Background: an optimization exercise with open tools, aiming at small area, a short achievable clock period and few clock cycles per item. Do not read the settings as production practice.
RTL that was checked went through simulation tests only; none was proved equivalent to the original.
Function not checked in runs 1 and 3: the RTL went through the layout flow alone.

$ cat flow/flow/run.sh
#!/bin/bash
# Standard layout, but with plain buffers on the ports instead of delay cells.
export BUFFER_PORTS_ARGS="-buffer_cell sky130_fd_sc_hd__buf_2"
bash standard.sh > standard.log 2>&1
$ cat flow/standard.sh
#!/bin/bash
# synth_recipe.tcl (not shown) runs the flow's synth.tcl, then flattens the netlist and writes it again
# the make line also repeats each setting of config.mk as NAME=value (left out here)
make -C /OpenROAD-flow-scripts/flow DESIGN_CONFIG=/design/flow/config.mk WORK_HOME=/design/flow/orfs CLKGATE_MAP_FILE= SYNTH_SCRIPT=/design/flow/synth_recipe.tcl "${@:-finish}"
$ cat flow/config.mk
export PLATFORM = sky130hd
export DESIGN_NAME = multiply
export DESIGN_NICKNAME = multiply
export VERILOG_FILES = /design/flow/design.v
export SDC_FILE = /design/flow/constraint.sdc
export NUM_CORES = 4
export LEC_CHECK = 0
export CAP_MARGIN = 20
export CORE_MARGIN = 2
export CORE_UTILIZATION = 40
export SETUP_SLACK_MARGIN = 0.5
export SLEW_MARGIN = 20
export SYNTH_HIERARCHICAL = 1
export SYNTH_MINIMUM_KEEP_SIZE = 0
$ cat flow/constraint.sdc
create_clock -name core_clock -period 4.5 [get_ports {clk}]
set_input_delay 0.9000 -clock core_clock [delete_from_list [all_inputs] [get_ports {clk}]]
set_output_delay 0.9000 -clock core_clock [all_outputs]
set_load 0.01 [all_outputs]
$ cat flow/design.v
module multiply (clk, prod, fin, mcand, mplier, reset);
	input clk, reset;
	output [63:0] prod;
	output fin;
	input [31:0] mcand, mplier;
	reg first;		 
	reg [1:0] cnt;		 
	reg [32:0] S, C;	 
	reg [11:0] lx, ly;	 
	reg cin;		 
	reg [5:0] e1, e2;	 
	reg [23:0] sh;	 
	assign fin = (cnt == 3);
	wire [35:0] mpx = {4'd0, mplier};
	wire ld = (cnt == 0);	 
	wire [12:0] nxt = ld ? mpx[23:11] : sh[23:11];	 
	wire [32:0] a = S & {33{~ld}} | {1'b1, 32'd0} & {33{ld}};
	wire [32:0] b = C & {33{~ld}};
	wire [33:0] m1 = {2'b00, mcand};
	wire [33:0] m2 = {1'b0, mcand, 1'b0};
	wire [2:0] f0 = {mplier[1], mplier[0], 1'b0};
	wire [2:0] q0 = nxt[2:0];
	wire fs1_0, fs2_0;
	benc ue0 (f0, fs1_0, fs2_0);
	wire s1_0 = e1[0] | first & fs1_0;
	wire s2_0 = e2[0] | first & fs2_0;
	wire ng0 = first ? mplier[1] : sh[1];
	wire [33:0] r0 = (({34{s1_0}} & m1) | ({34{s2_0}} & m2)) ^ {34{ng0}};
	wire [2:0] f1 = {mplier[3], mplier[2], mplier[1]};
	wire [2:0] q1 = nxt[4:2];
	wire fs1_1, fs2_1;
	benc ue1 (f1, fs1_1, fs2_1);
	wire s1_1 = e1[1] | first & fs1_1;
	wire s2_1 = e2[1] | first & fs2_1;
	wire ng1 = first ? mplier[3] : sh[3];
	wire [33:0] r1 = (({34{s1_1}} & m1) | ({34{s2_1}} & m2)) ^ {34{ng1}};
	wire [2:0] f2 = {mplier[5], mplier[4], mplier[3]};
	wire [2:0] q2 = nxt[6:4];
	wire fs1_2, fs2_2;
	benc ue2 (f2, fs1_2, fs2_2);
	wire s1_2 = e1[2] | first & fs1_2;
	wire s2_2 = e2[2] | first & fs2_2;
	wire ng2 = first ? mplier[5] : sh[5];
	wire [33:0] r2 = (({34{s1_2}} & m1) | ({34{s2_2}} & m2)) ^ {34{ng2}};
	wire [2:0] f3 = {mplier[7], mplier[6], mplier[5]};
	wire [2:0] q3 = nxt[8:6];
	wire fs1_3, fs2_3;
	benc ue3 (f3, fs1_3, fs2_3);
	wire s1_3 = e1[3] | first & fs1_3;
	wire s2_3 = e2[3] | first & fs2_3;
	wire ng3 = first ? mplier[7] : sh[7];
	wire [33:0] r3 = (({34{s1_3}} & m1) | ({34{s2_3}} & m2)) ^ {34{ng3}};
	wire [2:0] f4 = {mplier[9], mplier[8], mplier[7]};
	wire [2:0] q4 = nxt[10:8];
	wire fs1_4, fs2_4;
	benc ue4 (f4, fs1_4, fs2_4);
	wire s1_4 = e1[4] | first & fs1_4;
	wire s2_4 = e2[4] | first & fs2_4;
	wire ng4 = first ? mplier[9] : sh[9];
	wire [33:0] r4 = (({34{s1_4}} & m1) | ({34{s2_4}} & m2)) ^ {34{ng4}};
	wire [2:0] f5 = {mplier[11], mplier[10], mplier[9]};
	wire [2:0] q5 = nxt[12:10];
	wire fs1_5, fs2_5;
	benc ue5 (f5, fs1_5, fs2_5);
	wire s1_5 = e1[5] | first & fs1_5;
	wire s2_5 = e2[5] | first & fs2_5;
	wire ng5 = first ? mplier[11] : sh[11];
	wire [33:0] r5 = (({34{s1_5}} & m1) | ({34{s2_5}} & m2)) ^ {34{ng5}};
	wire l0_6_0_s, l0_6_0_c;
	ha ul0_6_0 (a[6], b[6], l0_6_0_s, l0_6_0_c);
	wire l0_7_1_s, l0_7_1_c;
	ha ul0_7_1 (a[7], b[7], l0_7_1_s, l0_7_1_c);
	wire l0_8_2_s, l0_8_2_c;
	fa ul0_8_2 (a[8], b[8], r0[8], l0_8_2_s, l0_8_2_c);
	wire l0_8_3_s, l0_8_3_c;
	ha ul0_8_3 (r1[6], r2[4], l0_8_3_s, l0_8_3_c);
	wire l0_9_4_s, l0_9_4_c;
	fa ul0_9_4 (a[9], b[9], r0[9], l0_9_4_s, l0_9_4_c);
	wire l0_9_5_s, l0_9_5_c;
	ha ul0_9_5 (r1[7], r2[5], l0_9_5_s, l0_9_5_c);
	wire l0_10_6_s, l0_10_6_c;
	fa ul0_10_6 (a[10], b[10], r0[10], l0_10_6_s, l0_10_6_c);
	wire l0_10_7_s, l0_10_7_c;
	fa ul0_10_7 (r1[8], r2[6], r3[4], l0_10_7_s, l0_10_7_c);
	wire l0_10_8_s, l0_10_8_c;
	ha ul0_10_8 (r4[2], r5[0], l0_10_8_s, l0_10_8_c);
	wire l0_11_9_s, l0_11_9_c;
	fa ul0_11_9 (a[11], b[11], r0[11], l0_11_9_s, l0_11_9_c);
	wire l0_11_10_s, l0_11_10_c;
	fa ul0_11_10 (r1[9], r2[7], r3[5], l0_11_10_s, l0_11_10_c);
	wire l0_11_11_s, l0_11_11_c;
	ha ul0_11_11 (r4[3], r5[1], l0_11_11_s, l0_11_11_c);
	wire l0_12_12_s, l0_12_12_c;
	fa ul0_12_12 (a[12], b[12], r0[12], l0_12_12_s, l0_12_12_c);
	wire l0_12_13_s, l0_12_13_c;
	fa ul0_12_13 (r1[10], r2[8], r3[6], l0_12_13_s, l0_12_13_c);
	wire l0_12_14_s, l0_12_14_c;
	ha ul0_12_14 (r4[4], r5[2], l0_12_14_s, l0_12_14_c);
	wire l0_13_15_s, l0_13_15_c;
	fa ul0_13_15 (a[13], b[13], r0[13], l0_13_15_s, l0_13_15_c);
	wire l0_13_16_s, l0_13_16_c;
	fa ul0_13_16 (r1[11], r2[9], r3[7], l0_13_16_s, l0_13_16_c);
	wire l0_13_17_s, l0_13_17_c;
	ha ul0_13_17 (r4[5], r5[3], l0_13_17_s, l0_13_17_c);
	wire l0_14_18_s, l0_14_18_c;
	fa ul0_14_18 (a[14], b[14], r0[14], l0_14_18_s, l0_14_18_c);
	wire l0_14_19_s, l0_14_19_c;
	fa ul0_14_19 (r1[12], r2[10], r3[8], l0_14_19_s, l0_14_19_c);
	wire l0_14_20_s, l0_14_20_c;
	ha ul0_14_20 (r4[6], r5[4], l0_14_20_s, l0_14_20_c);
	wire l0_15_21_s, l0_15_21_c;
	fa ul0_15_21 (a[15], b[15], r0[15], l0_15_21_s, l0_15_21_c);
	wire l0_15_22_s, l0_15_22_c;
	fa ul0_15_22 (r1[13], r2[11], r3[9], l0_15_22_s, l0_15_22_c);
	wire l0_15_23_s, l0_15_23_c;
	ha ul0_15_23 (r4[7], r5[5], l0_15_23_s, l0_15_23_c);
	wire l0_16_24_s, l0_16_24_c;
	fa ul0_16_24 (a[16], b[16], r0[16], l0_16_24_s, l0_16_24_c);
	wire l0_16_25_s, l0_16_25_c;
	fa ul0_16_25 (r1[14], r2[12], r3[10], l0_16_25_s, l0_16_25_c);
	wire l0_16_26_s, l0_16_26_c;
	ha ul0_16_26 (r4[8], r5[6], l0_16_26_s, l0_16_26_c);
	wire l0_17_27_s, l0_17_27_c;
	fa ul0_17_27 (a[17], b[17], r0[17], l0_17_27_s, l0_17_27_c);
	wire l0_17_28_s, l0_17_28_c;
	fa ul0_17_28 (r1[15], r2[13], r3[11], l0_17_28_s, l0_17_28_c);
	wire l0_17_29_s, l0_17_29_c;
	ha ul0_17_29 (r4[9], r5[7], l0_17_29_s, l0_17_29_c);
	wire l0_18_30_s, l0_18_30_c;
	fa ul0_18_30 (a[18], b[18], r0[18], l0_18_30_s, l0_18_30_c);
	wire l0_18_31_s, l0_18_31_c;
	fa ul0_18_31 (r1[16], r2[14], r3[12], l0_18_31_s, l0_18_31_c);
	wire l0_18_32_s, l0_18_32_c;
	ha ul0_18_32 (r4[10], r5[8], l0_18_32_s, l0_18_32_c);
	wire l0_19_33_s, l0_19_33_c;
	fa ul0_19_33 (a[19], b[19], r0[19], l0_19_33_s, l0_19_33_c);
	wire l0_19_34_s, l0_19_34_c;
	fa ul0_19_34 (r1[17], r2[15], r3[13], l0_19_34_s, l0_19_34_c);
	wire l0_19_35_s, l0_19_35_c;
	ha ul0_19_35 (r4[11], r5[9], l0_19_35_s, l0_19_35_c);
	wire l0_20_36_s, l0_20_36_c;
	fa ul0_20_36 (a[20], b[20], r0[20], l0_20_36_s, l0_20_36_c);
	wire l0_20_37_s, l0_20_37_c;
	fa ul0_20_37 (r1[18], r2[16], r3[14], l0_20_37_s, l0_20_37_c);
	wire l0_20_38_s, l0_20_38_c;
	ha ul0_20_38 (r4[12], r5[10], l0_20_38_s, l0_20_38_c);
	wire l0_21_39_s, l0_21_39_c;
	fa ul0_21_39 (a[21], b[21], r0[21], l0_21_39_s, l0_21_39_c);
	wire l0_21_40_s, l0_21_40_c;
	fa ul0_21_40 (r1[19], r2[17], r3[15], l0_21_40_s, l0_21_40_c);
	wire l0_21_41_s, l0_21_41_c;
	ha ul0_21_41 (r4[13], r5[11], l0_21_41_s, l0_21_41_c);
	wire l0_22_42_s, l0_22_42_c;
	fa ul0_22_42 (a[22], b[22], r0[22], l0_22_42_s, l0_22_42_c);
	wire l0_22_43_s, l0_22_43_c;
	fa ul0_22_43 (r1[20], r2[18], r3[16], l0_22_43_s, l0_22_43_c);
	wire l0_22_44_s, l0_22_44_c;
	ha ul0_22_44 (r4[14], r5[12], l0_22_44_s, l0_22_44_c);
	wire l0_23_45_s, l0_23_45_c;
	fa ul0_23_45 (a[23], b[23], r0[23], l0_23_45_s, l0_23_45_c);
	wire l0_23_46_s, l0_23_46_c;
	fa ul0_23_46 (r1[21], r2[19], r3[17], l0_23_46_s, l0_23_46_c);
	wire l0_23_47_s, l0_23_47_c;
	ha ul0_23_47 (r4[15], r5[13], l0_23_47_s, l0_23_47_c);
	wire l0_24_48_s, l0_24_48_c;
	fa ul0_24_48 (a[24], b[24], r0[24], l0_24_48_s, l0_24_48_c);
	wire l0_24_49_s, l0_24_49_c;
	fa ul0_24_49 (r1[22], r2[20], r3[18], l0_24_49_s, l0_24_49_c);
	wire l0_24_50_s, l0_24_50_c;
	ha ul0_24_50 (r4[16], r5[14], l0_24_50_s, l0_24_50_c);
	wire l0_25_51_s, l0_25_51_c;
	fa ul0_25_51 (a[25], b[25], r0[25], l0_25_51_s, l0_25_51_c);
	wire l0_25_52_s, l0_25_52_c;
	fa ul0_25_52 (r1[23], r2[21], r3[19], l0_25_52_s, l0_25_52_c);
	wire l0_25_53_s, l0_25_53_c;
	ha ul0_25_53 (r4[17], r5[15], l0_25_53_s, l0_25_53_c);
	wire l0_26_54_s, l0_26_54_c;
	fa ul0_26_54 (a[26], b[26], r0[26], l0_26_54_s, l0_26_54_c);
	wire l0_26_55_s, l0_26_55_c;
	fa ul0_26_55 (r1[24], r2[22], r3[20], l0_26_55_s, l0_26_55_c);
	wire l0_26_56_s, l0_26_56_c;
	ha ul0_26_56 (r4[18], r5[16], l0_26_56_s, l0_26_56_c);
	wire l0_27_57_s, l0_27_57_c;
	fa ul0_27_57 (a[27], b[27], r0[27], l0_27_57_s, l0_27_57_c);
	wire l0_27_58_s, l0_27_58_c;
	fa ul0_27_58 (r1[25], r2[23], r3[21], l0_27_58_s, l0_27_58_c);
	wire l0_27_59_s, l0_27_59_c;
	ha ul0_27_59 (r4[19], r5[17], l0_27_59_s, l0_27_59_c);
	wire l0_28_60_s, l0_28_60_c;
	fa ul0_28_60 (a[28], b[28], r0[28], l0_28_60_s, l0_28_60_c);
	wire l0_28_61_s, l0_28_61_c;
	fa ul0_28_61 (r1[26], r2[24], r3[22], l0_28_61_s, l0_28_61_c);
	wire l0_28_62_s, l0_28_62_c;
	ha ul0_28_62 (r4[20], r5[18], l0_28_62_s, l0_28_62_c);
	wire l0_29_63_s, l0_29_63_c;
	fa ul0_29_63 (a[29], b[29], r0[29], l0_29_63_s, l0_29_63_c);
	wire l0_29_64_s, l0_29_64_c;
	fa ul0_29_64 (r1[27], r2[25], r3[23], l0_29_64_s, l0_29_64_c);
	wire l0_29_65_s, l0_29_65_c;
	ha ul0_29_65 (r4[21], r5[19], l0_29_65_s, l0_29_65_c);
	wire l0_30_66_s, l0_30_66_c;
	fa ul0_30_66 (a[30], b[30], r0[30], l0_30_66_s, l0_30_66_c);
	wire l0_30_67_s, l0_30_67_c;
	fa ul0_30_67 (r1[28], r2[26], r3[24], l0_30_67_s, l0_30_67_c);
	wire l0_30_68_s, l0_30_68_c;
	ha ul0_30_68 (r4[22], r5[20], l0_30_68_s, l0_30_68_c);
	wire l0_31_69_s, l0_31_69_c;
	fa ul0_31_69 (a[31], b[31], r0[31], l0_31_69_s, l0_31_69_c);
	wire l0_31_70_s, l0_31_70_c;
	fa ul0_31_70 (r1[29], r2[27], r3[25], l0_31_70_s, l0_31_70_c);
	wire l0_31_71_s, l0_31_71_c;
	ha ul0_31_71 (r4[23], r5[21], l0_31_71_s, l0_31_71_c);
	wire l0_32_72_s, l0_32_72_c;
	fa ul0_32_72 (a[32], b[32], r0[32], l0_32_72_s, l0_32_72_c);
	wire l0_32_73_s, l0_32_73_c;
	fa ul0_32_73 (r1[30], r2[28], r3[26], l0_32_73_s, l0_32_73_c);
	wire l0_32_74_s = r4[24] ^ r5[22] ^ 1'b1;
	wire l0_32_74_c = (r4[24] & r5[22]) | (r4[24] & 1'b1) | (r5[22] & 1'b1);
	wire l0_33_75_s, l0_33_75_c;
	fa ul0_33_75 (~r0[33], r1[31], r2[29], l0_33_75_s, l0_33_75_c);
	wire l0_33_76_s, l0_33_76_c;
	ha ul0_33_76 (r3[27], r4[25], l0_33_76_s, l0_33_76_c);
	wire l0_34_77_s, l0_34_77_c;
	fa ul0_34_77 (r1[32], r2[30], r3[28], l0_34_77_s, l0_34_77_c);
	wire l1_2_78_s, l1_2_78_c;
	ha ul1_2_78 (a[2], b[2], l1_2_78_s, l1_2_78_c);
	wire l1_3_79_s, l1_3_79_c;
	ha ul1_3_79 (a[3], b[3], l1_3_79_s, l1_3_79_c);
	wire l1_4_80_s, l1_4_80_c;
	fa ul1_4_80 (a[4], b[4], r0[4], l1_4_80_s, l1_4_80_c);
	wire l1_4_81_s, l1_4_81_c;
	ha ul1_4_81 (r1[2], r2[0], l1_4_81_s, l1_4_81_c);
	wire l1_5_82_s, l1_5_82_c;
	fa ul1_5_82 (a[5], b[5], r0[5], l1_5_82_s, l1_5_82_c);
	wire l1_5_83_s, l1_5_83_c;
	ha ul1_5_83 (r1[3], r2[1], l1_5_83_s, l1_5_83_c);
	wire l1_6_84_s, l1_6_84_c;
	fa ul1_6_84 (l0_6_0_s, r0[6], r1[4], l1_6_84_s, l1_6_84_c);
	wire l1_6_85_s, l1_6_85_c;
	fa ul1_6_85 (r2[2], r3[0], ng3, l1_6_85_s, l1_6_85_c);
	wire l1_7_86_s, l1_7_86_c;
	fa ul1_7_86 (l0_6_0_c, l0_7_1_s, r0[7], l1_7_86_s, l1_7_86_c);
	wire l1_7_87_s, l1_7_87_c;
	fa ul1_7_87 (r1[5], r2[3], r3[1], l1_7_87_s, l1_7_87_c);
	wire l1_8_88_s, l1_8_88_c;
	fa ul1_8_88 (l0_7_1_c, l0_8_2_s, l0_8_3_s, l1_8_88_s, l1_8_88_c);
	wire l1_8_89_s, l1_8_89_c;
	fa ul1_8_89 (r3[2], r4[0], ng4, l1_8_89_s, l1_8_89_c);
	wire l1_9_90_s, l1_9_90_c;
	fa ul1_9_90 (l0_8_2_c, l0_8_3_c, l0_9_4_s, l1_9_90_s, l1_9_90_c);
	wire l1_9_91_s, l1_9_91_c;
	fa ul1_9_91 (l0_9_5_s, r3[3], r4[1], l1_9_91_s, l1_9_91_c);
	wire l1_10_92_s, l1_10_92_c;
	fa ul1_10_92 (l0_9_4_c, l0_9_5_c, l0_10_6_s, l1_10_92_s, l1_10_92_c);
	wire l1_10_93_s, l1_10_93_c;
	fa ul1_10_93 (l0_10_7_s, l0_10_8_s, ng5, l1_10_93_s, l1_10_93_c);
	wire l1_11_94_s, l1_11_94_c;
	fa ul1_11_94 (l0_10_6_c, l0_10_7_c, l0_10_8_c, l1_11_94_s, l1_11_94_c);
	wire l1_11_95_s, l1_11_95_c;
	fa ul1_11_95 (l0_11_9_s, l0_11_10_s, l0_11_11_s, l1_11_95_s, l1_11_95_c);
	wire l1_12_96_s, l1_12_96_c;
	fa ul1_12_96 (l0_11_9_c, l0_11_10_c, l0_11_11_c, l1_12_96_s, l1_12_96_c);
	wire l1_12_97_s, l1_12_97_c;
	fa ul1_12_97 (l0_12_12_s, l0_12_13_s, l0_12_14_s, l1_12_97_s, l1_12_97_c);
	wire l1_13_98_s, l1_13_98_c;
	fa ul1_13_98 (l0_12_12_c, l0_12_13_c, l0_12_14_c, l1_13_98_s, l1_13_98_c);
	wire l1_13_99_s, l1_13_99_c;
	fa ul1_13_99 (l0_13_15_s, l0_13_16_s, l0_13_17_s, l1_13_99_s, l1_13_99_c);
	wire l1_14_100_s, l1_14_100_c;
	fa ul1_14_100 (l0_13_15_c, l0_13_16_c, l0_13_17_c, l1_14_100_s, l1_14_100_c);
	wire l1_14_101_s, l1_14_101_c;
	fa ul1_14_101 (l0_14_18_s, l0_14_19_s, l0_14_20_s, l1_14_101_s, l1_14_101_c);
	wire l1_15_102_s, l1_15_102_c;
	fa ul1_15_102 (l0_14_18_c, l0_14_19_c, l0_14_20_c, l1_15_102_s, l1_15_102_c);
	wire l1_15_103_s, l1_15_103_c;
	fa ul1_15_103 (l0_15_21_s, l0_15_22_s, l0_15_23_s, l1_15_103_s, l1_15_103_c);
	wire l1_16_104_s, l1_16_104_c;
	fa ul1_16_104 (l0_15_21_c, l0_15_22_c, l0_15_23_c, l1_16_104_s, l1_16_104_c);
	wire l1_16_105_s, l1_16_105_c;
	fa ul1_16_105 (l0_16_24_s, l0_16_25_s, l0_16_26_s, l1_16_105_s, l1_16_105_c);
	wire l1_17_106_s, l1_17_106_c;
	fa ul1_17_106 (l0_16_24_c, l0_16_25_c, l0_16_26_c, l1_17_106_s, l1_17_106_c);
	wire l1_17_107_s, l1_17_107_c;
	fa ul1_17_107 (l0_17_27_s, l0_17_28_s, l0_17_29_s, l1_17_107_s, l1_17_107_c);
	wire l1_18_108_s, l1_18_108_c;
	fa ul1_18_108 (l0_17_27_c, l0_17_28_c, l0_17_29_c, l1_18_108_s, l1_18_108_c);
	wire l1_18_109_s, l1_18_109_c;
	fa ul1_18_109 (l0_18_30_s, l0_18_31_s, l0_18_32_s, l1_18_109_s, l1_18_109_c);
	wire l1_19_110_s, l1_19_110_c;
	fa ul1_19_110 (l0_18_30_c, l0_18_31_c, l0_18_32_c, l1_19_110_s, l1_19_110_c);
	wire l1_19_111_s, l1_19_111_c;
	fa ul1_19_111 (l0_19_33_s, l0_19_34_s, l0_19_35_s, l1_19_111_s, l1_19_111_c);
	wire l1_20_112_s, l1_20_112_c;
	fa ul1_20_112 (l0_19_33_c, l0_19_34_c, l0_19_35_c, l1_20_112_s, l1_20_112_c);
	wire l1_20_113_s, l1_20_113_c;
	fa ul1_20_113 (l0_20_36_s, l0_20_37_s, l0_20_38_s, l1_20_113_s, l1_20_113_c);
	wire l1_21_114_s, l1_21_114_c;
	fa ul1_21_114 (l0_20_36_c, l0_20_37_c, l0_20_38_c, l1_21_114_s, l1_21_114_c);
	wire l1_21_115_s, l1_21_115_c;
	fa ul1_21_115 (l0_21_39_s, l0_21_40_s, l0_21_41_s, l1_21_115_s, l1_21_115_c);
	wire l1_22_116_s, l1_22_116_c;
	fa ul1_22_116 (l0_21_39_c, l0_21_40_c, l0_21_41_c, l1_22_116_s, l1_22_116_c);
	wire l1_22_117_s, l1_22_117_c;
	fa ul1_22_117 (l0_22_42_s, l0_22_43_s, l0_22_44_s, l1_22_117_s, l1_22_117_c);
	wire l1_23_118_s, l1_23_118_c;
	fa ul1_23_118 (l0_22_42_c, l0_22_43_c, l0_22_44_c, l1_23_118_s, l1_23_118_c);
	wire l1_23_119_s, l1_23_119_c;
	fa ul1_23_119 (l0_23_45_s, l0_23_46_s, l0_23_47_s, l1_23_119_s, l1_23_119_c);
	wire l1_24_120_s, l1_24_120_c;
	fa ul1_24_120 (l0_23_45_c, l0_23_46_c, l0_23_47_c, l1_24_120_s, l1_24_120_c);
	wire l1_24_121_s, l1_24_121_c;
	fa ul1_24_121 (l0_24_48_s, l0_24_49_s, l0_24_50_s, l1_24_121_s, l1_24_121_c);
	wire l1_25_122_s, l1_25_122_c;
	fa ul1_25_122 (l0_24_48_c, l0_24_49_c, l0_24_50_c, l1_25_122_s, l1_25_122_c);
	wire l1_25_123_s, l1_25_123_c;
	fa ul1_25_123 (l0_25_51_s, l0_25_52_s, l0_25_53_s, l1_25_123_s, l1_25_123_c);
	wire l1_26_124_s, l1_26_124_c;
	fa ul1_26_124 (l0_25_51_c, l0_25_52_c, l0_25_53_c, l1_26_124_s, l1_26_124_c);
	wire l1_26_125_s, l1_26_125_c;
	fa ul1_26_125 (l0_26_54_s, l0_26_55_s, l0_26_56_s, l1_26_125_s, l1_26_125_c);
	wire l1_27_126_s, l1_27_126_c;
	fa ul1_27_126 (l0_26_54_c, l0_26_55_c, l0_26_56_c, l1_27_126_s, l1_27_126_c);
	wire l1_27_127_s, l1_27_127_c;
	fa ul1_27_127 (l0_27_57_s, l0_27_58_s, l0_27_59_s, l1_27_127_s, l1_27_127_c);
	wire l1_28_128_s, l1_28_128_c;
	fa ul1_28_128 (l0_27_57_c, l0_27_58_c, l0_27_59_c, l1_28_128_s, l1_28_128_c);
	wire l1_28_129_s, l1_28_129_c;
	fa ul1_28_129 (l0_28_60_s, l0_28_61_s, l0_28_62_s, l1_28_129_s, l1_28_129_c);
	wire l1_29_130_s, l1_29_130_c;
	fa ul1_29_130 (l0_28_60_c, l0_28_61_c, l0_28_62_c, l1_29_130_s, l1_29_130_c);
	wire l1_29_131_s, l1_29_131_c;
	fa ul1_29_131 (l0_29_63_s, l0_29_64_s, l0_29_65_s, l1_29_131_s, l1_29_131_c);
	wire l1_30_132_s, l1_30_132_c;
	fa ul1_30_132 (l0_29_63_c, l0_29_64_c, l0_29_65_c, l1_30_132_s, l1_30_132_c);
	wire l1_30_133_s, l1_30_133_c;
	fa ul1_30_133 (l0_30_66_s, l0_30_67_s, l0_30_68_s, l1_30_133_s, l1_30_133_c);
	wire l1_31_134_s, l1_31_134_c;
	fa ul1_31_134 (l0_30_66_c, l0_30_67_c, l0_30_68_c, l1_31_134_s, l1_31_134_c);
	wire l1_31_135_s, l1_31_135_c;
	fa ul1_31_135 (l0_31_69_s, l0_31_70_s, l0_31_71_s, l1_31_135_s, l1_31_135_c);
	wire l1_32_136_s, l1_32_136_c;
	fa ul1_32_136 (l0_31_69_c, l0_31_70_c, l0_31_71_c, l1_32_136_s, l1_32_136_c);
	wire l1_32_137_s, l1_32_137_c;
	fa ul1_32_137 (l0_32_72_s, l0_32_73_s, l0_32_74_s, l1_32_137_s, l1_32_137_c);
	wire l1_33_138_s, l1_33_138_c;
	fa ul1_33_138 (l0_32_72_c, l0_32_73_c, l0_32_74_c, l1_33_138_s, l1_33_138_c);
	wire l1_33_139_s, l1_33_139_c;
	fa ul1_33_139 (l0_33_75_s, l0_33_76_s, r5[23], l1_33_139_s, l1_33_139_c);
	wire l1_34_140_s, l1_34_140_c;
	fa ul1_34_140 (l0_33_75_c, l0_33_76_c, l0_34_77_s, l1_34_140_s, l1_34_140_c);
	wire l1_34_141_s = r4[26] ^ r5[24] ^ 1'b1;
	wire l1_34_141_c = (r4[26] & r5[24]) | (r4[26] & 1'b1) | (r5[24] & 1'b1);
	wire l1_35_142_s, l1_35_142_c;
	fa ul1_35_142 (l0_34_77_c, ~r1[33], r2[31], l1_35_142_s, l1_35_142_c);
	wire l1_35_143_s, l1_35_143_c;
	fa ul1_35_143 (r3[29], r4[27], r5[25], l1_35_143_s, l1_35_143_c);
	wire l1_36_144_s, l1_36_144_c;
	fa ul1_36_144 (r2[32], r3[30], r4[28], l1_36_144_s, l1_36_144_c);
	wire l1_36_145_s = r5[26] ^ 1'b1;
	wire l1_36_145_c = r5[26] & 1'b1;
	wire l1_37_146_s, l1_37_146_c;
	fa ul1_37_146 (~r2[33], r3[31], r4[29], l1_37_146_s, l1_37_146_c);
	wire l1_38_147_s, l1_38_147_c;
	ha ul1_38_147 (r3[32], r4[30], l1_38_147_s, l1_38_147_c);
	wire l2_0_148_s, l2_0_148_c;
	ha ul2_0_148 (a[0], b[0], l2_0_148_s, l2_0_148_c);
	wire l2_1_149_s, l2_1_149_c;
	ha ul2_1_149 (a[1], b[1], l2_1_149_s, l2_1_149_c);
	wire l2_2_150_s, l2_2_150_c;
	fa ul2_2_150 (l1_2_78_s, r0[2], r1[0], l2_2_150_s, l2_2_150_c);
	wire l2_3_151_s, l2_3_151_c;
	fa ul2_3_151 (l1_2_78_c, l1_3_79_s, r0[3], l2_3_151_s, l2_3_151_c);
	wire l2_4_152_s, l2_4_152_c;
	fa ul2_4_152 (l1_3_79_c, l1_4_80_s, l1_4_81_s, l2_4_152_s, l2_4_152_c);
	wire l2_5_153_s, l2_5_153_c;
	fa ul2_5_153 (l1_4_80_c, l1_4_81_c, l1_5_82_s, l2_5_153_s, l2_5_153_c);
	wire l2_6_154_s, l2_6_154_c;
	fa ul2_6_154 (l1_5_82_c, l1_5_83_c, l1_6_84_s, l2_6_154_s, l2_6_154_c);
	wire l2_7_155_s, l2_7_155_c;
	fa ul2_7_155 (l1_6_84_c, l1_6_85_c, l1_7_86_s, l2_7_155_s, l2_7_155_c);
	wire l2_8_156_s, l2_8_156_c;
	fa ul2_8_156 (l1_7_86_c, l1_7_87_c, l1_8_88_s, l2_8_156_s, l2_8_156_c);
	wire l2_9_157_s, l2_9_157_c;
	fa ul2_9_157 (l1_8_88_c, l1_8_89_c, l1_9_90_s, l2_9_157_s, l2_9_157_c);
	wire l2_10_158_s, l2_10_158_c;
	fa ul2_10_158 (l1_9_90_c, l1_9_91_c, l1_10_92_s, l2_10_158_s, l2_10_158_c);
	wire l2_11_159_s, l2_11_159_c;
	fa ul2_11_159 (l1_10_92_c, l1_10_93_c, l1_11_94_s, l2_11_159_s, l2_11_159_c);
	wire l2_12_160_s, l2_12_160_c;
	fa ul2_12_160 (l1_11_94_c, l1_11_95_c, l1_12_96_s, l2_12_160_s, l2_12_160_c);
	wire l2_13_161_s, l2_13_161_c;
	fa ul2_13_161 (l1_12_96_c, l1_12_97_c, l1_13_98_s, l2_13_161_s, l2_13_161_c);
	wire l2_14_162_s, l2_14_162_c;
	fa ul2_14_162 (l1_13_98_c, l1_13_99_c, l1_14_100_s, l2_14_162_s, l2_14_162_c);
	wire l2_15_163_s, l2_15_163_c;
	fa ul2_15_163 (l1_14_100_c, l1_14_101_c, l1_15_102_s, l2_15_163_s, l2_15_163_c);
	wire l2_16_164_s, l2_16_164_c;
	fa ul2_16_164 (l1_15_102_c, l1_15_103_c, l1_16_104_s, l2_16_164_s, l2_16_164_c);
	wire l2_17_165_s, l2_17_165_c;
	fa ul2_17_165 (l1_16_104_c, l1_16_105_c, l1_17_106_s, l2_17_165_s, l2_17_165_c);
	wire l2_18_166_s, l2_18_166_c;
	fa ul2_18_166 (l1_17_106_c, l1_17_107_c, l1_18_108_s, l2_18_166_s, l2_18_166_c);
	wire l2_19_167_s, l2_19_167_c;
	fa ul2_19_167 (l1_18_108_c, l1_18_109_c, l1_19_110_s, l2_19_167_s, l2_19_167_c);
	wire l2_20_168_s, l2_20_168_c;
	fa ul2_20_168 (l1_19_110_c, l1_19_111_c, l1_20_112_s, l2_20_168_s, l2_20_168_c);
	wire l2_21_169_s, l2_21_169_c;
	fa ul2_21_169 (l1_20_112_c, l1_20_113_c, l1_21_114_s, l2_21_169_s, l2_21_169_c);
	wire l2_22_170_s, l2_22_170_c;
	fa ul2_22_170 (l1_21_114_c, l1_21_115_c, l1_22_116_s, l2_22_170_s, l2_22_170_c);
	wire l2_23_171_s, l2_23_171_c;
	fa ul2_23_171 (l1_22_116_c, l1_22_117_c, l1_23_118_s, l2_23_171_s, l2_23_171_c);
	wire l2_24_172_s, l2_24_172_c;
	fa ul2_24_172 (l1_23_118_c, l1_23_119_c, l1_24_120_s, l2_24_172_s, l2_24_172_c);
	wire l2_25_173_s, l2_25_173_c;
	fa ul2_25_173 (l1_24_120_c, l1_24_121_c, l1_25_122_s, l2_25_173_s, l2_25_173_c);
	wire l2_26_174_s, l2_26_174_c;
	fa ul2_26_174 (l1_25_122_c, l1_25_123_c, l1_26_124_s, l2_26_174_s, l2_26_174_c);
	wire l2_27_175_s, l2_27_175_c;
	fa ul2_27_175 (l1_26_124_c, l1_26_125_c, l1_27_126_s, l2_27_175_s, l2_27_175_c);
	wire l2_28_176_s, l2_28_176_c;
	fa ul2_28_176 (l1_27_126_c, l1_27_127_c, l1_28_128_s, l2_28_176_s, l2_28_176_c);
	wire l2_29_177_s, l2_29_177_c;
	fa ul2_29_177 (l1_28_128_c, l1_28_129_c, l1_29_130_s, l2_29_177_s, l2_29_177_c);
	wire l2_30_178_s, l2_30_178_c;
	fa ul2_30_178 (l1_29_130_c, l1_29_131_c, l1_30_132_s, l2_30_178_s, l2_30_178_c);
	wire l2_31_179_s, l2_31_179_c;
	fa ul2_31_179 (l1_30_132_c, l1_30_133_c, l1_31_134_s, l2_31_179_s, l2_31_179_c);
	wire l2_32_180_s, l2_32_180_c;
	fa ul2_32_180 (l1_31_134_c, l1_31_135_c, l1_32_136_s, l2_32_180_s, l2_32_180_c);
	wire l2_33_181_s, l2_33_181_c;
	fa ul2_33_181 (l1_32_136_c, l1_32_137_c, l1_33_138_s, l2_33_181_s, l2_33_181_c);
	wire l2_34_182_s, l2_34_182_c;
	fa ul2_34_182 (l1_33_138_c, l1_33_139_c, l1_34_140_s, l2_34_182_s, l2_34_182_c);
	wire l2_35_183_s, l2_35_183_c;
	fa ul2_35_183 (l1_34_140_c, l1_34_141_c, l1_35_142_s, l2_35_183_s, l2_35_183_c);
	wire l2_36_184_s, l2_36_184_c;
	fa ul2_36_184 (l1_35_142_c, l1_35_143_c, l1_36_144_s, l2_36_184_s, l2_36_184_c);
	wire l2_37_185_s, l2_37_185_c;
	fa ul2_37_185 (l1_36_144_c, l1_36_145_c, l1_37_146_s, l2_37_185_s, l2_37_185_c);
	wire l2_38_186_s, l2_38_186_c;
	fa ul2_38_186 (l1_37_146_c, l1_38_147_s, r5[28], l2_38_186_s, l2_38_186_c);
	wire l2_39_187_s, l2_39_187_c;
	fa ul2_39_187 (l1_38_147_c, ~r3[33], r4[31], l2_39_187_s, l2_39_187_c);
	wire l2_40_188_s, l2_40_188_c;
	ha ul2_40_188 (r4[32], r5[30], l2_40_188_s, l2_40_188_c);
	wire l3_0_189_s, l3_0_189_c;
	ha ul3_0_189 (l2_0_148_s, r0[0], l3_0_189_s, l3_0_189_c);
	wire l3_1_190_s, l3_1_190_c;
	fa ul3_1_190 (l2_0_148_c, l2_1_149_s, r0[1], l3_1_190_s, l3_1_190_c);
	wire l3_2_191_s, l3_2_191_c;
	fa ul3_2_191 (l2_1_149_c, l2_2_150_s, ng1, l3_2_191_s, l3_2_191_c);
	wire l3_3_192_s, l3_3_192_c;
	fa ul3_3_192 (l2_2_150_c, l2_3_151_s, r1[1], l3_3_192_s, l3_3_192_c);
	wire l3_4_193_s, l3_4_193_c;
	fa ul3_4_193 (l2_3_151_c, l2_4_152_s, ng2, l3_4_193_s, l3_4_193_c);
	wire l3_5_194_s, l3_5_194_c;
	fa ul3_5_194 (l2_4_152_c, l2_5_153_s, l1_5_83_s, l3_5_194_s, l3_5_194_c);
	wire l3_6_195_s, l3_6_195_c;
	fa ul3_6_195 (l2_5_153_c, l2_6_154_s, l1_6_85_s, l3_6_195_s, l3_6_195_c);
	wire l3_7_196_s, l3_7_196_c;
	fa ul3_7_196 (l2_6_154_c, l2_7_155_s, l1_7_87_s, l3_7_196_s, l3_7_196_c);
	wire l3_8_197_s, l3_8_197_c;
	fa ul3_8_197 (l2_7_155_c, l2_8_156_s, l1_8_89_s, l3_8_197_s, l3_8_197_c);
	wire l3_9_198_s, l3_9_198_c;
	fa ul3_9_198 (l2_8_156_c, l2_9_157_s, l1_9_91_s, l3_9_198_s, l3_9_198_c);
	wire l3_10_199_s, l3_10_199_c;
	fa ul3_10_199 (l2_9_157_c, l2_10_158_s, l1_10_93_s, l3_10_199_s, l3_10_199_c);
	wire l3_11_200_s, l3_11_200_c;
	fa ul3_11_200 (l2_10_158_c, l2_11_159_s, l1_11_95_s, l3_11_200_s, l3_11_200_c);
	wire l3_12_201_s, l3_12_201_c;
	fa ul3_12_201 (l2_11_159_c, l2_12_160_s, l1_12_97_s, l3_12_201_s, l3_12_201_c);
	wire l3_13_202_s, l3_13_202_c;
	fa ul3_13_202 (l2_12_160_c, l2_13_161_s, l1_13_99_s, l3_13_202_s, l3_13_202_c);
	wire l3_14_203_s, l3_14_203_c;
	fa ul3_14_203 (l2_13_161_c, l2_14_162_s, l1_14_101_s, l3_14_203_s, l3_14_203_c);
	wire l3_15_204_s, l3_15_204_c;
	fa ul3_15_204 (l2_14_162_c, l2_15_163_s, l1_15_103_s, l3_15_204_s, l3_15_204_c);
	wire l3_16_205_s, l3_16_205_c;
	fa ul3_16_205 (l2_15_163_c, l2_16_164_s, l1_16_105_s, l3_16_205_s, l3_16_205_c);
	wire l3_17_206_s, l3_17_206_c;
	fa ul3_17_206 (l2_16_164_c, l2_17_165_s, l1_17_107_s, l3_17_206_s, l3_17_206_c);
	wire l3_18_207_s, l3_18_207_c;
	fa ul3_18_207 (l2_17_165_c, l2_18_166_s, l1_18_109_s, l3_18_207_s, l3_18_207_c);
	wire l3_19_208_s, l3_19_208_c;
	fa ul3_19_208 (l2_18_166_c, l2_19_167_s, l1_19_111_s, l3_19_208_s, l3_19_208_c);
	wire l3_20_209_s, l3_20_209_c;
	fa ul3_20_209 (l2_19_167_c, l2_20_168_s, l1_20_113_s, l3_20_209_s, l3_20_209_c);
	wire l3_21_210_s, l3_21_210_c;
	fa ul3_21_210 (l2_20_168_c, l2_21_169_s, l1_21_115_s, l3_21_210_s, l3_21_210_c);
	wire l3_22_211_s, l3_22_211_c;
	fa ul3_22_211 (l2_21_169_c, l2_22_170_s, l1_22_117_s, l3_22_211_s, l3_22_211_c);
	wire l3_23_212_s, l3_23_212_c;
	fa ul3_23_212 (l2_22_170_c, l2_23_171_s, l1_23_119_s, l3_23_212_s, l3_23_212_c);
	wire l3_24_213_s, l3_24_213_c;
	fa ul3_24_213 (l2_23_171_c, l2_24_172_s, l1_24_121_s, l3_24_213_s, l3_24_213_c);
	wire l3_25_214_s, l3_25_214_c;
	fa ul3_25_214 (l2_24_172_c, l2_25_173_s, l1_25_123_s, l3_25_214_s, l3_25_214_c);
	wire l3_26_215_s, l3_26_215_c;
	fa ul3_26_215 (l2_25_173_c, l2_26_174_s, l1_26_125_s, l3_26_215_s, l3_26_215_c);
	wire l3_27_216_s, l3_27_216_c;
	fa ul3_27_216 (l2_26_174_c, l2_27_175_s, l1_27_127_s, l3_27_216_s, l3_27_216_c);
	wire l3_28_217_s, l3_28_217_c;
	fa ul3_28_217 (l2_27_175_c, l2_28_176_s, l1_28_129_s, l3_28_217_s, l3_28_217_c);
	wire l3_29_218_s, l3_29_218_c;
	fa ul3_29_218 (l2_28_176_c, l2_29_177_s, l1_29_131_s, l3_29_218_s, l3_29_218_c);
	wire l3_30_219_s, l3_30_219_c;
	fa ul3_30_219 (l2_29_177_c, l2_30_178_s, l1_30_133_s, l3_30_219_s, l3_30_219_c);
	wire l3_31_220_s, l3_31_220_c;
	fa ul3_31_220 (l2_30_178_c, l2_31_179_s, l1_31_135_s, l3_31_220_s, l3_31_220_c);
	wire l3_32_221_s, l3_32_221_c;
	fa ul3_32_221 (l2_31_179_c, l2_32_180_s, l1_32_137_s, l3_32_221_s, l3_32_221_c);
	wire l3_33_222_s, l3_33_222_c;
	fa ul3_33_222 (l2_32_180_c, l2_33_181_s, l1_33_139_s, l3_33_222_s, l3_33_222_c);
	wire l3_34_223_s, l3_34_223_c;
	fa ul3_34_223 (l2_33_181_c, l2_34_182_s, l1_34_141_s, l3_34_223_s, l3_34_223_c);
	wire l3_35_224_s, l3_35_224_c;
	fa ul3_35_224 (l2_34_182_c, l2_35_183_s, l1_35_143_s, l3_35_224_s, l3_35_224_c);
	wire l3_36_225_s, l3_36_225_c;
	fa ul3_36_225 (l2_35_183_c, l2_36_184_s, l1_36_145_s, l3_36_225_s, l3_36_225_c);
	wire l3_37_226_s, l3_37_226_c;
	fa ul3_37_226 (l2_36_184_c, l2_37_185_s, r5[27], l3_37_226_s, l3_37_226_c);
	wire l3_38_227_s = l2_37_185_c ^ l2_38_186_s ^ 1'b1;
	wire l3_38_227_c = (l2_37_185_c & l2_38_186_s) | (l2_37_185_c & 1'b1) | (l2_38_186_s & 1'b1);
	wire l3_39_228_s, l3_39_228_c;
	fa ul3_39_228 (l2_38_186_c, l2_39_187_s, r5[29], l3_39_228_s, l3_39_228_c);
	wire l3_40_229_s = l2_39_187_c ^ l2_40_188_s ^ 1'b1;
	wire l3_40_229_c = (l2_39_187_c & l2_40_188_s) | (l2_39_187_c & 1'b1) | (l2_40_188_s & 1'b1);
	wire l3_41_230_s, l3_41_230_c;
	fa ul3_41_230 (l2_40_188_c, ~r4[33], r5[31], l3_41_230_s, l3_41_230_c);
	wire l3_42_231_s = r5[32] ^ 1'b1;
	wire l3_42_231_c = r5[32] & 1'b1;
	wire [44:0] x = {1'b0, l3_42_231_c, l3_41_230_c, l3_40_229_c, l3_39_228_c, l3_38_227_c, l3_37_226_c, l3_36_225_c, l3_35_224_c, l3_34_223_c, l3_33_222_c, l3_32_221_c, l3_31_220_c, l3_30_219_c, l3_29_218_c, l3_28_217_c, l3_27_216_c, l3_26_215_c, l3_25_214_c, l3_24_213_c, l3_23_212_c, l3_22_211_c, l3_21_210_c, l3_20_209_c, l3_19_208_c, l3_18_207_c, l3_17_206_c, l3_16_205_c, l3_15_204_c, l3_14_203_c, l3_13_202_c, l3_12_201_c, l3_11_200_c, l3_10_199_c, l3_9_198_c, l3_8_197_c, l3_7_196_c, l3_6_195_c, l3_5_194_c, l3_4_193_c, l3_3_192_c, l3_2_191_c, l3_1_190_c, l3_0_189_c, l3_0_189_s};
	wire [44:0] y = {1'b0, ~r5[33], l3_42_231_s, l3_41_230_s, l3_40_229_s, l3_39_228_s, l3_38_227_s, l3_37_226_s, l3_36_225_s, l3_35_224_s, l3_34_223_s, l3_33_222_s, l3_32_221_s, l3_31_220_s, l3_30_219_s, l3_29_218_s, l3_28_217_s, l3_27_216_s, l3_26_215_s, l3_25_214_s, l3_24_213_s, l3_23_212_s, l3_22_211_s, l3_21_210_s, l3_20_209_s, l3_19_208_s, l3_18_207_s, l3_17_206_s, l3_16_205_s, l3_15_204_s, l3_14_203_s, l3_13_202_s, l3_12_201_s, l3_11_200_s, l3_10_199_s, l3_9_198_s, l3_8_197_s, l3_7_196_s, l3_6_195_s, l3_5_194_s, l3_4_193_s, l3_3_192_s, l3_2_191_s, l3_1_190_s, ng0};
	wire [13:0] lows = {1'b0, lx, cin} + {1'b0, ly, cin};
	wire [12:0] low = lows[13:1];	 
	always @(posedge clk) begin
		first <= reset;
		if (reset)
			cnt <= 0;
		else if (cnt != 3)
			cnt <= cnt + 1'b1;
		S <= x[44:12];
		C <= y[44:12];
		lx <= x[11:0];
		ly <= y[11:0];
		cin <= low[12] & ~ld;
		e1 <= reset ? 6'd0 : {q5[1] ^ q5[0], q4[1] ^ q4[0], q3[1] ^ q3[0], q2[1] ^ q2[0], q1[1] ^ q1[0], q0[1] ^ q0[0]};
		e2 <= reset ? 6'd0 : {(q5 == 3'b100) | (q5 == 3'b011), (q4 == 3'b100) | (q4 == 3'b011), (q3 == 3'b100) | (q3 == 3'b011), (q2 == 3'b100) | (q2 == 3'b011), (q1 == 3'b100) | (q1 == 3'b011), (q0 == 3'b100) | (q0 == 3'b011)};
		sh <= ld ? mpx[35:12] : {low[11:0], sh[23:12]};
	end
	wire [40:0] his = {S, lx, cin} + {C, ly, cin};
	wire [39:0] hi = his[40:1];
	assign prod = {hi, sh};
endmodule
module benc (g, s1, s2);
	input [2:0] g;
	output s1, s2;
	assign s1 = g[1] ^ g[0];
	assign s2 = (g == 3'b100) | (g == 3'b011);
endmodule
module fa (a, b, c, s, co);
	input a, b, c;
	output s, co;
	assign s = a ^ b ^ c;
	assign co = (a & b) | (a & c) | (b & c);
endmodule
module ha (a, b, s, co);
	input a, b;
	output s, co;
	assign s = a ^ b;
	assign co = a & b;
endmodule
==> results of run 1 <==
-- cell usage in the layout (no fill, tap or decap), types with 17 or more instances in the layout --
cell type and count:
dfxtp_1 125, buf_2 129, fa_1 173, ha_1 85, a22oi_1 123, fa_2 18
a22oi_2 63, o21ai_0 21, a21oi_1 46, a21o_1 24, buf_4 24, mux2i_1 22
nand2_1 47, nor2b_1 75, nor2_1 29, xnor2_1 214, inv_1 48, clkbuf_16 17
-- Yosys stat by module, one instance, submodules excluded --
module	area (µm²)	cells
ha	12.5	1
multiply	9700	1134
fa	20.0	1
benc	47.5	5
-- path summary, 6_finish.rpt --
| kind | slack (ps) | endpoint | from |
|---|---|---|---|
| min reg2reg | 550 | cnt[0] | cnt[0] |
| min | 550 | cnt[0] | cnt[0] |
| max reg2reg | 810 | C[1] | first |
| max | 470 | prod[55] | ly[0] |
-- per-layer routing --
layer	global-route usage	part of all wire	vias up	routed length, µm
li1	-	-	4909	-
met1	0.339	0.43	5621	19100
met2	0.405	0.48	472	21400
met3	0.0371	0.069	81	3090
met4	0.0969	0.028	0	1260
met5	0	0	-	0
-- cell families (layout without fill, tap and decap cells) --
| group | Yosys count | count (layout) |
|---|---|---|
| AO/OA/AOI/OAI | 329 | 329 |
| adder cells (fa/ha/maj) | 296 | 296 |
| XOR/XNOR | 239 | 239 |
| AND/OR/NAND/NOR | 186 | 186 |
| buffers and inverters | 171 | 254 |
| flip-flops | 128 | 128 |
| multiplexers | 40 | 40 |
| other | 1 | 4 |
-- sequential cells by signal, summed over array words and instances, names as in the netlist --
| register | cells |
|---|---|
| C | 32 |
| S | 32 |
| cin | 1 |
| cnt | 2 |
| e1 | 6 |
| e2 | 6 |
| first | 1 |
| lx | 12 |
| ly | 12 |
| sh | 24 |
-- what timing repair did --
item                                    CTS  global route
gates cloned                              0             0
gates resized for setup                  31            60
pin swaps                                12            36
endpoints found under the setup margin   17            58
hold buffers                              0             0
setup buffers                             2             7
endpoints found under the hold margin     0             0
-- stage by stage --
| stage | cell area, µm² | util |
|---|---|---|
| 2_1_floorplan | 14600 | - |
| 3_3_place_gp | 15700 | 0.444 |
| 3_5_place_dp | 15700 | 0.444 |
| 4_1_cts | 16400 | 0.466 |
| 5_1_grt | 16800 | 0.475 |
| 6_report | 16800 | 0.475 |
-- final cells by class --
class,count,area [µm²]
diodes,1,2.50
clock buffers,17,425
clock inverters,15,163
fillers,3303,18500
inverters,55,224
multi-input cells,1093,11700
flip-flops and latches,128,2570
well taps,461,577
repair buffers,167,1090
-- critical path, cell delays in order (launching register included) --
cell      delay [ps]
dfxtp_2          340
fa_2             410
a21o_1           190
a221oi_2         300
o21ai_2          140
a21o_4           260
a31oi_4          310
or2_4            210
o21ai_2           60
xnor2_2          250
buf_2            190
==> flow_summary.yaml, run 1 <==
synth:
  synth_top_flop_cell: "dfxtp_1"
  synth_most_common_cell: "xnor2_1"
  synth_area_leader_cell: "fa_1"
  ys_top_cells_by_count: "xnor2_1, fa_1, a22oi_1, dfxtp_1, ha_1"
  synth_warnings: 7
  synthArstFlopShare: 0
  synthDominantCellAreaShare: 0.269
  synthMuxAreaShare: 0.0311
  yosys.area_share.simple: 0.0689
  synth_compound_area_frac: 0.165
  synth-edff-count: 0
  yosys-top-cells-area: "fa_1, dfxtp_1, xnor2_1, a22oi_1, ha_1"
  synth_cell_types: 59
  syn_area_per_cell_um2: 10.2
  synth_top_family_by_area: "adder cells"
  synth_cells: 1390
  syn-cell-area_mm2: 0.0142
  synth-seq-area-share: 0.180
  ys_ff_latch: 128
  synth-xor-area-share: 0.147
  synth_adder_area_share: 0.361
worst_setup_path:
  critical_path_class: "reg2out"
  worstPathRequired_ps: 3600
  ff2ff_path_depth: 9
  start_kind: "flip-flop"
  crit_arrival_ps: 3130
  endpoint_kind: "primary output"
  path_max_fanout: 4
grt:
  grt_pass1_wl_mm: 69.3
  overflow: 0
  grt_max_degree: 56
  antenna_found_initial: 0
  first_global_vias: 11500
  grtUsageTotal: 0.251
drt:
  viasPerCell: 5.72
  first_iter_violations: 834
  routed_wirelength_mm: 44.9
  ant_nets: 0
  vias: 11100
  drc_errors: 0
  wl_per_cell_um: 23.2
  dr.pass1.iters: 5
clock_tree:
  cts_max_level: 4
  cts_buffers: 17
  cts_buffer_depth: 2
  cts.sinks: 128
  cts_tree: "built"
  clkSlewWorstSetupHoldPaths_ps: 70
  clock-root-buffer: "clkbuf_16"
  clk_latency_ps: 460
floorplanning:
  num_io_pins: 131
  die_w_um: 193
  coreArea_mm2: 0.0353
  fp.dieArea_mm2: 0.0371
  start_util: 0.403
  die-height_um: 193
  rows: 69
place:
  place.port_buffers: 130
  dp_slack_ps: 76.5
  place_congestion: 0.908
  dp.cells: 1895
  hpwlAfterDp_mm: 33.0
flow_run:
  maxCapViolations: 0
timing:
  hold_viol: 0
  fin_setup_tns_ps: 0
  fmax_mhz: 248
  period_share: 0.896
  finalCriticalPeriod_ps: 4030
  fin_ws_ps: 467
  skew_ps: 16.0
  worstMarginPinSlew_ps: 875
  drv_slew: 0
  rsz0062_at_grt: "yes"
  setup_viol: 0
  max_slew_margin: 0.416
  fin_hold_ws_ps: 549
status:
  status: "no timing/DRC/antenna violations"
worst_hold_path:
  hold_class: "reg2reg"
  holdPathStages: 2
layout:
  final_cells: 1937
  num-nets-final: 1824
  drive_gt1_frac: 0.250
  area_growth_pct: 17.9
==> run 2, diff against run 1 <==
--- a/flow/design.v
+++ b/flow/design.v
@@ -13,5 +13,5 @@
 	assign fin = (cnt == 3);
 	wire [35:0] mpx = {4'd0, mplier};
-	wire ld = (cnt == 0);	 
+	wire ld = first;	 
 	wire [12:0] nxt = ld ? mpx[23:11] : sh[23:11];	 
 	wire [32:0] a = S & {33{~ld}} | {1'b1, 32'd0} & {33{ld}};
==> flow/flow/run.sh (replaced) <==
#!/bin/bash
# Standard layout (the standard.sh, unchanged synthesis), but the ports get
# plain buf_2 buffers instead of the clkdlybuf4s50 delay cells that
# buffer_ports picks by default.  ORFS writes each step's log under orfs/logs.
export BUFFER_PORTS_ARGS="-buffer_cell sky130_fd_sc_hd__buf_2"
bash standard.sh > standard.log 2>&1
==> run 2 against run 1 <==
Critical path depth up 1. Global-route usage down 0.63 points. Still clean on timing, DRC and antenna. Sequential cell count unchanged. Sequential share of layout area up 0.24 points. Synthesized cell count down 4.2%. Critical path type unchanged. Clock skew down 4.4 ps. Worst hold slack worse by 29 ps. Register-to-register slack worse by 100 ps. Highest routed layer unchanged.
==> flow_summary.yaml, run 2 <==
synth:
  synth_cell_types: 57
  syn-cell-area_mm2: 0.0140
  ys_ff_latch: 128
  ys_top_cells_by_count: "xnor2_1, fa_1, a22oi_1, dfxtp_1, ha_1"
  synth-seq-area-share: 0.183
  synth_most_common_cell: "xnor2_1"
  synth_area_leader_cell: "fa_1"
  synthArstFlopShare: 0
  synthDominantCellAreaShare: 0.273
  synth_top_flop_cell: "dfxtp_1"
  syn_area_per_cell_um2: 10.5
  synth-edff-count: 0
  yosys-top-cells-area: "fa_1, dfxtp_1, xnor2_1, a22oi_1, ha_1"
  synth_warnings: 7
  synth_cells: 1332
layout:
  mostFrequentLayoutCells: "xnor2_1, fa_1, buf_2"
  largestRegisters: "C: 32 flops, S: 32 flops, sh: 24 flops"
  fin_util: 0.479
  layout_commonest_cell: "xnor2_1"
  area_growth_pct: 18.1
  fillers: 3288
  drive_gt1_frac: 0.274
  num-nets-final: 1778
grt:
  grt_pass1_wl_mm: 66.8
  antenna_found_initial: 0
  first_global_vias: 11300
  grt_max_degree: 46
  grtUsageTotal: 0.244
  overflow: 0
drt:
  vias: 10500
  dr.pass1.iters: 6
  first_iter_violations: 778
  drc_errors: 0
  wl_per_cell_um: 22.8
  routed_wirelength_mm: 43.0
  viasPerCell: 5.59
  ant_nets: 0
worst_hold_path:
  min_from: "cnt[1]"
  hold_class: "reg2reg"
  hold_path_end: "cnt[1]"
  holdPathStages: 2
timing:
  hold_viol: 0
  worstMarginPinSlew_ps: 865
  rsz0062_at_grt: "yes"
  fin_hold_ws_ps: 520
  setup_viol: 0
  drv_slew: 0
  finalCriticalPeriod_ps: 3950
  fmax_mhz: 253
  skew_ps: 11.6
  period_share: 0.877
  max_slew_margin: 0.423
  fin_setup_tns_ps: 0
floorplanning:
  die-height_um: 191
  fp.dieArea_mm2: 0.0365
  start_util: 0.405
  num_io_pins: 131
  die_w_um: 191
  rows: 68
  coreArea_mm2: 0.0345
clock_tree:
  clk_latency_ps: 450
  cts_max_level: 4
  cts_buffers: 17
  cts_buffer_depth: 2
  clkSlewWorstSetupHoldPaths_ps: 60
  clock-root-buffer: "clkbuf_16"
  cts-hold-fix-buffers: 0
  cts_tree: "built"
  cts.sinks: 128
place:
  place_congestion: 0.854
  place.port_buffers: 130
  hpwlAfterDp_mm: 31.8
worst_setup_path:
  crit_arrival_ps: 3050
  path_max_fanout: 5
  r2r_slack_ps: 710
  r2r-start: "first"
  reg2reg_to: "C[22]"
  worstPathRequired_ps: 3600
  crit_path_start: "ly[0]"
  start_kind: "flip-flop"
  endpoint_kind: "primary output"
  critical_path_class: "reg2out"
  ff2ff_path_depth: 9
status:
  status: "no timing/DRC/antenna violations"
flow_run:
  maxCapViolations: 0
run 2: cell count changes in the layout (fill, tap and decap cells not counted), moves of 8 or more:
cell     previous run  this run
o21ai_0            21        11
a21oi_1            46        34
inv_1              48        39
fa_2               18        49
nand4_1            14         6
nand2_1            47        38
fa_1              173       142
run 2: metal layers:
layer	global-route usage	vias to the layer above	part of all wire
li1	-	4752	-
met2	0.408	401	0.48
met5	0	-	0
met4	0.0882	0	0.032
met1	0.324	5326	0.42
met3	0.0329	68	0.062
run 2: logic make-up after synthesis:
family / count (synthesis) / synth area share
compound gates: 311 / 0.167
fa+ha+maj: 295 / 0.366
xor+xnor: 238 / 0.149
simple gates: 168 / 0.0633
buf+inv: 152 / 0.0412
flops: 128 / 0.183
mux: 39 / 0.0308
other cells: 1 / 0.000268
run 2: stage by stage:
stage | cells | setup slack (ps) | area [µm²]
4_1_cts | 1882 | 478 | 16300
3_5_place_dp | 1848 | 105 | 15700
3_3_place_gp | 1848 | 143 | 15700
5_1_grt | 1885 | 413 | 16500
6_report | 1886 | 552 | 16500
2_1_floorplan | 1334 | 502 | 14500
run 2: worst max path at each step:
stage,endpoint,cells past startpoint
after floorplan,C[22],11
after global placement,C[22],12
after detailed placement,C[22],12
after CTS,prod[57],11
after global routing,prod[57],11
final,prod[57],11
run 2: critical path: stages, from the launching register on:
cell       delay [ps]
dfxtp_2           330
fa_2              410
a211oi_2          220
o21ai_2           110
o2111ai_4         250
a21oi_4           120
o211ai_4          310
o211ai_2          130
a41oi_2           310
o21bai_2          110
xor2_1            140
buf_2             150
run 2: repair_timing:
item                                    in CTS  in global routing
endpoints found under the setup margin       9                 22
setup buffers                                2                  3
hold endpoints to repair                     0                  0
pin swaps                                   13                 23
resized for setup                           12                 38
run 2: cell type report:
cell class,count,area [µm²],share of cell area
diodes,1,2.50,0.000151
clock buffers,20,468,0.0283
clock inverters,12,98.8,0.00598
inverters,50,200,0.0121
multi-input cells,1054,11500,0.698
flip-flops and latches,128,2570,0.155
well taps,455,569,0.0344
repair buffers,166,1080,0.0655
run 2: per-module statistics from Yosys (local to each module, per instance):
| module | cell area [µm²] | times used | cells inside | flip-flops and latches |
|---|---|---|---|---|
| multiply | 9470 | 1 | 1076 | 128 |
| ha | 12.5 | 36 | 1 | 0 |
| benc | 47.5 | 6 | 5 | 0 |
| fa | 20.0 | 190 | 1 | 0 |
Testbench counts of run 2, summed over its fixed seeds: cycles 12,800, items 3,200.
==> run 3, diff against run 2 <==
--- a/flow/design.v
+++ b/flow/design.v
@@ -547,5 +547,5 @@
 		cin <= low[12] & ~ld;
 		e1 <= reset ? 6'd0 : {q5[1] ^ q5[0], q4[1] ^ q4[0], q3[1] ^ q3[0], q2[1] ^ q2[0], q1[1] ^ q1[0], q0[1] ^ q0[0]};
-		e2 <= reset ? 6'd0 : {(q5 == 3'b100) | (q5 == 3'b011), (q4 == 3'b100) | (q4 == 3'b011), (q3 == 3'b100) | (q3 == 3'b011), (q2 == 3'b100) | (q2 == 3'b011), (q1 == 3'b100) | (q1 == 3'b011), (q0 == 3'b100) | (q0 == 3'b011)};
+		e2 <= reset ? 6'd0 : {(q5[2] ^ q5[1]) & ~(q5[1] ^ q5[0]), (q4[2] ^ q4[1]) & ~(q4[1] ^ q4[0]), (q3[2] ^ q3[1]) & ~(q3[1] ^ q3[0]), (q2[2] ^ q2[1]) & ~(q2[1] ^ q2[0]), (q1[2] ^ q1[1]) & ~(q1[1] ^ q1[0]), (q0[2] ^ q0[1]) & ~(q0[1] ^ q0[0])};
 		sh <= ld ? mpx[35:12] : {low[11:0], sh[23:12]};
 	end
@@ -558,5 +558,5 @@
 	output s1, s2;
 	assign s1 = g[1] ^ g[0];
-	assign s2 = (g == 3'b100) | (g == 3'b011);
+	assign s2 = (g[2] ^ g[1]) & ~(g[1] ^ g[0]);
 endmodule
 module fa (a, b, c, s, co);
==> flow/flow/run.sh (replaced) <==
#!/bin/bash
# Standard layout, but with plain buffers on the ports instead of delay cells.
export BUFFER_PORTS_ARGS="-buffer_cell sky130_fd_sc_hd__buf_2"
bash standard.sh > standard.log 2>&1
==> run 3 against run 2 <==
Synthesized cell count rose by 4.2%. Final area fell by 2.8%. Worst hold slack improved by 9.8 ps. Largest cell class unchanged. Setup slack got worse by 78 ps. First-iteration DRC count rose by 31%. Critical endpoint is now prod[60]. Critical path depth fell by 1. Sequential cell count did not move.
==> flow_summary.yaml, run 3 <==
status:
  status: "no timing/DRC/antenna violations"
layout:
  regArea_mm2: 0.00257
  largestRegisters: "C: 32 flops, S: 32 flops, sh: 24 flops"
  fin_util: 0.465
  mostFrequentLayoutCells: "xnor2_1, fa_1, a22oi_1"
  multi_input_area_mm2: 0.0111
  drive_gt1_frac: 0.178
  area_growth_pct: 14.4
  num-nets-final: 1806
  layout_commonest_cell: "xnor2_1"
  fillers: 3295
  diodes: 0
synth:
  syn_area_per_cell_um2: 10.1
  synth_warnings: 7
  ys_ff_latch: 128
  ys_top_cells_by_count: "xnor2_1, fa_1, a22oi_1, dfxtp_1, ha_1"
  syn-cell-area_mm2: 0.0140
  synth-seq-area-share: 0.182
  synth_cells: 1388
  synth_area_leader_cell: "fa_1"
  synth_top_flop_cell: "dfxtp_1"
  synth-edff-count: 0
  synthArstFlopShare: 0
  yosys-top-cells-area: "fa_1, dfxtp_1, xnor2_1, a22oi_1, ha_1"
  synthDominantCellAreaShare: 0.272
  synth_cell_types: 57
  synth_most_common_cell: "xnor2_1"
timing:
  worstMarginPinSlew_ps: 966
  fmax_mhz: 248
  period_share: 0.895
  finalCriticalPeriod_ps: 4030
  fin_setup_tns_ps: 0
  max_slew_margin: 0.356
  fin_hold_ws_ps: 530
  skew_ps: 10.7
  rsz0062_at_grt: "yes"
  hold_viol: 0
  setup_viol: 0
  drv_slew: 0
drt:
  first_iter_violations: 1018
  vias: 11100
  wl_per_cell_um: 22.9
  drc_errors: 0
  ant_nets: 0
  dr.pass1.iters: 6
  viasPerCell: 5.75
  routed_wirelength_mm: 44.4
place:
  place_congestion: 0.954
  place.port_buffers: 130
  hpwlAfterDp_mm: 33.5
worst_setup_path:
  critical_path_class: "reg2out"
  crit_arrival_ps: 3130
  endpoint_kind: "primary output"
  start_kind: "flip-flop"
  ff2ff_path_depth: 9
  path_max_fanout: 4
  worstPathRequired_ps: 3600
floorplanning:
  rows: 68
  start_util: 0.407
  num_io_pins: 131
  fp.dieArea_mm2: 0.0366
  die-height_um: 191
  die_w_um: 191
  coreArea_mm2: 0.0345
clock_tree:
  clk_latency_ps: 430
  cts_tree: "built"
  cts.sinks: 128
  cts_max_level: 4
  cts_buffer_depth: 2
  clkSlewWorstSetupHoldPaths_ps: 70
  cts_buffers: 17
  clock-root-buffer: "clkbuf_16"
grt:
  overflow: 0
  grt_max_degree: 47
  grt_pass1_wl_mm: 68.2
  grtUsageTotal: 0.247
  first_global_vias: 11500
  antenna_found_initial: 0
flow_run:
  maxCapViolations: 0
worst_hold_path:
  hold_class: "reg2reg"
  holdPathStages: 2
-- run 3: logic make-up (layout without fill, tap and decap cells) --
family	after synthesis	count (layout)	share of synthesized area
xor gates and xnor gates	247	247	0.154
and+or+nand+nor	217	217	0.0819
muxes	28	28	0.0210
adders and majority gates	271	271	0.343
DFF	128	128	0.182
AOI/OAI and AO/OA	346	346	0.176
buffers and inverters	150	241	0.0414
other	1	4	0.000267
-- run 3: timing repair --
item | in CTS | in global routing
buffers inserted | 3 | 7
hold buffers | 0 | 0
endpoints found under the setup margin | 9 | 18
gates cloned | 0 | 0
pin swaps | 5 | 19
gates resized for setup | 10 | 25
-- run 3: per-module statistics from Yosys (local to each module, per instance) --
module,times used,flip-flops and latches
fa,190,0
ha,36,0
benc,6,0
multiply,1,128
-- run 3: worst max-delay path, stage by stage, from the launching register on --
cell,delay (ps)
dfxtp_4,360
ha_4,250
a211oi_4,270
o21ai_2,110
a221o_2,450
a221oi_4,480
buf_4,190
a2111oi_2,60
nor3_2,210
xnor2_1,130
buf_2,180
-- run 3: layout make-up --
type | count | area share
clock inverter | 15 | 0.00942
inverter | 38 | 0.00888
multi-input combinational | 1113 | 0.689
clock buffer | 17 | 0.0265
timing repair buffer | 171 | 0.0702
sequential | 128 | 0.160
tap | 455 | 0.0354
-- run 3: worst paths after layout --
path,start,end,slack (ps)
max,ly[0],prod[60],470
min,cnt[0],cnt[0],530
max reg2reg,first,C[1],700
min reg2reg,cnt[0],cnt[0],530
-- run 3: through the flow --
stage,worst slack [ps],cells,area (µm²)
after floorplan,574,1391,14100
after global placement,355,1895,15200
after detailed placement,327,1895,15200
after CTS,462,1930,15900
after global routing,389,1937,16100
final,474,1937,16100
-- run 3: per-layer routing --
metal  vias to the layer above  wire length [µm]  track usage
met5                         -                 0            0
li1                       4958                 -            -
met2                       464             21500        0.408
met4                         0              1250       0.0781
met1                      5625             18700        0.333
met3                        83              2980       0.0375

[re-timing with driven ports]
The results above use ideal ports. As a check the final layouts listed here were re-extracted and re-timed, cells and wires unchanged.
Step 1, drivers: a clkbuf_16 drives clk and a buf_2 each remaining input, both assumed.
Step 2, shift: input delay + t, output delay - t, t = (earliest + latest rising clock arrival at the registers) / 2. This alone moves slack from input paths to output paths.
Slacks: ideal / step 1 / step 2; pairs: ideal / step 1.
| run | t, ns | setup WS [ns] | cell pins on the clock port's net |
|---|---|---|---|
| run 1 | 0.503 | 0.467 / 0.411 / 0.091 | 1 |
| run 2 | 0.494 | 0.552 / 0.498 / 0.121 | 1 |
| run 3 | 0.480 | 0.474 / 0.421 / 0.246 | 1 |
After both steps setup and hold are still met in every run listed. For run 2, which loses most, drivers alone change the setup slack by -0.054 ns; drivers and shift together by -0.431 ns.
